From an optimization exercise on the open Yosys and OpenROAD flow, aimed at small area and a short achievable clock period; shortcuts taken in it are not production practice.
The RTL was checked by simulation tests, not by an equivalence proof against the original design.
Power is estimated from default activity; no workload was simulated.

===== flow/config.mk =====
export PLATFORM = sky130hd
export DESIGN_NAME = speedometer
export DESIGN_NICKNAME = speedometer
export VERILOG_FILES = /design/flow/design.v
export SDC_FILE = /design/flow/constraint.sdc
export NUM_CORES = 4
export LEC_CHECK = 0
export ABC_CLOCK_PERIOD_IN_PS = 75000
export CAP_MARGIN = 20
export CORE_MARGIN = 2
export CORE_UTILIZATION = 40
export SLEW_MARGIN = 20

===== flow/constraint.sdc =====
create_clock -name core_clock -period 90.0 [get_ports {clk}]
set_input_delay 18.0000 -clock core_clock [delete_from_list [all_inputs] [get_ports {clk}]]
set_output_delay 18.0000 -clock core_clock [all_outputs]
set_load 0.01 [all_outputs]

===== flow/design.v =====
module speedometer(
    input clk,
    input pulse,
    input reset,
    output reg [7:0] out
    );
    function automatic [28:0] add;
        input [27:0] x;
        input [27:0] y;
        input        ci;
        integer i;
        reg cy;
        begin
            cy = ci;
            for (i = 0; i < 28; i = i + 1) begin
                add[i] = x[i] ^ y[i] ^ cy;
                cy = (x[i] & y[i]) | (cy & (x[i] ^ y[i]));
            end
            add[28] = cy;
        end
    endfunction
    reg        hi;       
    reg [27:0] C;        
    reg [7:0]  q;
    reg [23:0] r;
    reg [10:0] a;
    reg [11:0] b;
    reg [4:0]  c;
    reg [7:0]  g;
    wire [28:0] Cn_ = add(C, 28'd0, 1'b1);
    wire [27:0] Cn  = Cn_[27:0];
    wire        ld  = ~|C[27:7] & (C[6:0] < 7'd70);
    wire [28:0] t_  = add({4'd0, r}, ~{16'd0, b}, 1'b1);
    wire        dl  = t_[24];                  
    wire [28:0] qs_ = add({20'd0, q}, ~{17'd0, a}, ~dl);
    wire [28:0] u_  = add({4'd0, C[23:0]}, {16'hffff, t_[11:0]}, 1'b1);
    wire [23:0] rs  = dl ? u_[23:0] : t_[23:0];    
    wire [28:0] x_  = add({16'd0, b}, ~{19'd0, g, 1'b0}, ~dl);
    wire [28:0] x1_ = add({14'd0, x_[13:0]}, {16'd0, Cn[11:0]}, 1'b1);
    wire [28:0] x2_ = add({14'd0, x1_[13:0]}, {16'd0, Cn[11:0]}, 1'b1);
    wire        e0  = ~x_[13];
    wire        e1  = ~x1_[13];
    wire [11:0] bs  = e0 ? x_[11:0] : e1 ? x1_[11:0] : x2_[11:0];
    wire [28:0] as1 = add({17'd0, a}, ~{22'd0, c, 1'b0}, 1'b1);
    wire [28:0] as_ = add(as1[27:0], {{26{1'b1}}, e0 | e1, e0 | ~e1}, 1'b1);
    wire [28:0] c3_ = add({23'd0, c}, {22'd0, c, 1'b0}, 1'b0);    
    wire [28:0] y0_ = add({20'd0, g}, ~{21'd0, c3_[6:0]}, 1'b1);
    wire [28:0] y_  = add(y0_[27:0], {{26{1'b1}}, e0 | e1, e0 | ~e1}, 1'b1);
    wire [28:0] y1_ = add({18'd0, y_[9:0]}, {20'd0, Cn[7:0]}, 1'b1);
    wire [28:0] y2_ = add({18'd0, y1_[9:0]}, 28'd1, 1'b0);      
    wire        k   = y_[9];
    wire [7:0]  gs  = k ? y2_[7:0] : y_[7:0];
    wire [4:0]  cs  = c - {4'd0, k};
    reg [7:0] lut;
    always @* begin
        case (Cn[6:0])
            7'd1: lut = 8'd128;
            7'd2: lut = 8'd64;
            7'd3: lut = 8'd213;
            7'd4: lut = 8'd160;
            7'd5: lut = 8'd128;
            7'd6: lut = 8'd106;
            7'd7: lut = 8'd91;
            7'd8: lut = 8'd208;
            7'd9: lut = 8'd71;
            7'd10: lut = 8'd64;
            7'd11: lut = 8'd34;
            7'd12: lut = 8'd53;
            7'd13: lut = 8'd206;
            7'd14: lut = 8'd45;
            7'd15: lut = 8'd42;
            7'd16: lut = 8'd104;
            7'd17: lut = 8'd203;
            7'd18: lut = 8'd35;
            7'd19: lut = 8'd235;
            7'd20: lut = 8'd32;
            7'd21: lut = 8'd30;
            7'd22: lut = 8'd145;
            7'd23: lut = 8'd94;
            7'd24: lut = 8'd154;
            7'd25: lut = 8'd128;
            7'd26: lut = 8'd103;
            7'd27: lut = 8'd194;
            7'd28: lut = 8'd22;
            7'd29: lut = 8'd251;
            7'd30: lut = 8'd21;
            7'd31: lut = 8'd20;
            7'd32: lut = 8'd180;
            7'd33: lut = 8'd182;
            7'd34: lut = 8'd229;
            7'd35: lut = 8'd18;
            7'd36: lut = 8'd17;
            7'd37: lut = 8'd190;
            7'd38: lut = 8'd245;
            7'd39: lut = 8'd154;
            7'd40: lut = 8'd144;
            7'd41: lut = 8'd190;
            7'd42: lut = 8'd15;
            7'd43: lut = 8'd110;
            7'd44: lut = 8'd200;
            7'd45: lut = 8'd14;
            7'd46: lut = 8'd47;
            7'd47: lut = 8'd29;
            7'd48: lut = 8'd205;
            7'd49: lut = 8'd49;
            7'd50: lut = 8'd64;
            7'd51: lut = 8'd238;
            7'd52: lut = 8'd51;
            7'd53: lut = 8'd7;
            7'd54: lut = 8'd97;
            7'd55: lut = 8'd58;
            7'd56: lut = 8'd139;
            7'd57: lut = 8'd78;
            7'd58: lut = 8'd125;
            7'd59: lut = 8'd19;
            7'd60: lut = 8'd10;
            7'd61: lut = 8'd94;
            7'd62: lut = 8'd10;
            7'd63: lut = 8'd10;
            7'd64: lut = 8'd90;
            7'd65: lut = 8'd246;
            7'd66: lut = 8'd219;
            7'd67: lut = 8'd5;
            7'd68: lut = 8'd114;
            7'd69: lut = 8'd31;
            7'd70: lut = 8'd9;
            default: lut = 8'd0;
        endcase
    end
    always @(posedge clk) begin
        hi <= pulse & ~reset;
        C  <= (pulse & ~reset) ? Cn : 28'd0;
        if (reset)
            out <= 8'd0;
        else if (hi & ~pulse)
            out <= q;
        if (ld) begin
            q <= lut;
            r <= 24'd10;
            a <= 11'd2012;
            b <= 12'd5;
            c <= 5'd27;
            g <= 8'd68;
        end else begin
            q <= qs_[7:0];
            r <= rs;
            a <= as_[10:0];
            b <= bs;
            c <= cs;
            g <= gs;
        end
    end
endmodule

===== flow/run.sh =====
#!/bin/bash
# synth_recipe.tcl (not shown) runs the flow's synth.tcl, then flattens the netlist and writes it again
# the make line also repeats each setting of config.mk as NAME=value (left out here)
make -C /OpenROAD-flow-scripts/flow DESIGN_CONFIG=/design/flow/config.mk WORK_HOME=/design/flow/orfs CLKGATE_MAP_FILE= SYNTH_SCRIPT=/design/flow/synth_recipe.tcl finish

==> summary.txt <==
==> layout make-up <==
class                      instances  share of cell area
clock buffer                      12              0.0310
tap                              234              0.0354
multi-input combinational        526               0.597
sequential                       102               0.247
timing repair buffer              20              0.0212
inverter                         143              0.0649
clock inverter                     4             0.00348
==> state kept, by name (all words and copies together), names as in the netlist, 5 cells and up <==
signal,flops
C,28
r,24
b,12
a,8
g,8
out,8
q,8
c,5
==> through the flow <==
| step | util | hold WS [ns] |
|---|---|---|
| global placement | 0.425 | 0.474 |
| global route | 0.441 | 0.528 |
| CTS | 0.441 | 0.497 |
| detailed placement | 0.425 | 0.480 |
| finish | 0.441 | 0.489 |
| floorplan | - | 0.464 |
==> placed cells by master, fill, tap and decap left out, types with 11 or more instances in the layout <==
cell      Yosys  routed
a211oi_1     27      27
a21oi_1      11      11
and2_1       34      34
dfxtp_1     102     102
fa_1         79      79
ha_1         92      92
inv_1       141     141
mux2i_1      21      21
nand2_1      38      38
nand2b_1     11      11
nand3_1      11      11
nor2_1       55      55
nor2b_1      23      23
o211ai_1     11      11
o21ai_0      34      34
==> how the worst max path moves through the flow <==
stage / start / end / slack, ns / cells after the start
2_1_floorplan: reset / C[10] / 71.08 / 5
4_1_cts: pulse / out[6] / 70.67 / 4
6_report: pulse / out[6] / 70.75 / 4
3_5_place_dp: pulse / out[0] / 70.29 / 4
3_3_place_gp: pulse / out[0] / 70.33 / 4
5_1_grt: pulse / out[7] / 70.59 / 4
==> routing by layer <==
| layer | track usage | up-vias |
|---|---|---|
| li1 | - | 2632 |
| met3 | 0.0228 | 21 |
| met5 | 0 | - |
| met4 | 0.0599 | 0 |
| met1 | 0.223 | 2475 |
| met2 | 0.262 | 95 |
==> worst register-to-register path: cells and delay by family (launching register included) <==
| family | cells | cell delay, ns |
|---|---|---|
| xor gates and xnor gates | 2 | 0.29 |
| AOI/OAI and AO/OA | 1 | 0.15 |
| DFF | 1 | 0.38 |
| buffers and inverters | 8 | 0.69 |
| adders and majority gates | 45 | 14.15 |
| and+or+nand+nor | 3 | 0.69 |
==> where the power goes <==
| part | internal, W | leakage (nW) | switching, W |
|---|---|---|---|
| clock | 0.0000204 | 0.135 | 0.0000178 |
| combinational | 0.00000287 | 2.46 | 0.00000370 |
| sequential | 0.0000453 | 0.823 | 0.000000270 |
| total | 0.0000686 | 3.41 | 0.0000218 |
==> logic make-up (layout without fill, tap and decap cells) <==
kind of cell / count (synthesis) / count (layout) / share of synthesized area
multiplexers: 21 / 21 / 0.0273
XOR/XNOR: 15 / 15 / 0.0171
buffers and inverters: 184 / 179 / 0.0930
AO/OA/AOI/OAI: 123 / 123 / 0.114
adder cells (fa/ha/maj): 171 / 171 / 0.355
flip-flops: 102 / 102 / 0.265
AND/OR/NAND/NOR: 196 / 196 / 0.128
==> out/metrics.yaml <==
ctsResizeCount: 0
cts_sinks: 102
critPathBufInv: 1
yosys_warnings: 1
setup_viol: 0
cp.required_ns: 90.23
r2r-end: "g[7]"
via_count: 5223
synth_area_leaders: "dfxtp_1 27%, fa_1 21%, ha_1 15%"
setup_slack_ns: 70.75
routed.top_layer: "met4"
hold-path-endpoint: "out[2]"
hold_violations: 0
hpwl_um: 11500
final_max_slew_viol_count: 0
syn_nets: 986
period_needed_ns: 19.25
yosysTopAreaCell: "dfxtp_1"
path_cells: "clkdlybuf4s50_1 > nor2b_1 > mux2i_1 > nor2_1"
die_x_um: 143
min_from: "out[2]"
pre_cts_slack_ns: 70.29
numPortBuffers: 10
setup.worst_path.end_class: "flip-flop"
first_pass_iters: 5
netlist_top_cells_count: "141 x inv_1, 102 x dfxtp_1, 92 x ha_1"
gp_congestion: 0.870
grt_max_degree: 52
rsz0062_at_grt: "no"
cpPeakStageDelay_ns: 0.75
synth_area_um2: 7690
die_area_um2: 20400
wirelength_met1_um: 7290
hold_depth: 2
drt_iter0_markers: 234
fill_cells: 1831
drc: 0
antennaDiodeCount: 0
grt_pass1_wl_um: 26200
fin_nets: 976
criticalPathCategory: "in2reg"
fmax_mhz: 51.9
clock_latency_ns: 0.36
start_util: 0.410
p_leak_nw: 3.41
clockRootBuffer: "clkbuf_16"
cts_tree: "done"
fin_cells: 1041
timing.rr.start: "b[0]"
dp.cells: 1025
ys_types: 49
antenna_left: 0
status: "finished clean"
power_w: 0.0000903
powerDensity_nw_per_um2: 10.9
drive_above_1_share: 0.0359
core.rowCount: 50
slew_headroom: 0.354
pin_count: 11
vias_per_cell: 5.02
post_cts_buffers: 0
routed_wl_um: 15100
fp.dieH_um: 143
drt-wirelength-per-cell_um: 14.5
dr_wl_met3_um: 450
cts_hold_buf: 0
area_delta_synth_final_pct: 7.46
r2r_setup_slack_ns: 73.65
critPathSlowestCell: "nor2b_1"
synth.most_common_cell: "inv_1"
worst_pin_slew_ns: 0.968
worst-path-max-fanout: 8
setup-tns-final_ns: 0
grt.total_usage: 0.163
syn_area_per_cell_um2: 9.48
overflow: 0
grt_pass1_vias: 5314
numCtsBuffers: 9
h-tree-depth: 3
placed_area_um2: 7980
ys_seq_area_frac: 0.265
wl_met2_um: 7010
cp.arrival_ns: 19.48
irDropWorstVdd_uv: 7.85
core_region_area_um2: 18800
start_kind: "input pin"
reg2reg_depth: 59
synth-seq-cells: 102
crit_family: "simple AND/OR/NAND/NOR gates"
synth_ff_type: "dfxtp_1"
skew_ns: 0.0103
async_flop_share: 0
maxCapViolCount: 0
fin_crit_sh: 0.214
synth_cells: 812
ff_latch_area_um2: 2040
clkSlewWorstSetupHoldPaths_ns: 0.07
antenna_found_initial: 0
stdcell_area_um2: 8270
cts_max_path_buffers: 2
synth_top_area_frac: 0.265
multi_input_area_um2: 4940
synth_edf_count: 0
hold_class: "reg2reg"

==> afterwards: timing with drivers on the ports <==
The flow's constraints put no driver on any port. The routed layout listed below was extracted and timed again, unchanged, in two steps. Step 1 sets driving cells, clkbuf_16 on the clock port and buf_2 on the other inputs (assumed; they add their load-dependent delay and slew). Step 2 also shifts input and output timing later by t, the mid clock arrival at the registers, as if the neighbouring blocks saw the same clock. a / b / c = ideal ports / drivers / drivers and shift; a / b = the first two.
shift t [ns]: 0.396
slack for setup (ns): 70.746 / 70.711 / 70.331
worst hold slack (ns): 0.489 / 0.489 / 0.489
clock arrival spread, ns: 0.011 / 0.010
After both steps setup and hold are still met in this run. For this run, drivers alone change the setup slack by -0.035 ns; drivers and shift together by -0.415 ns.
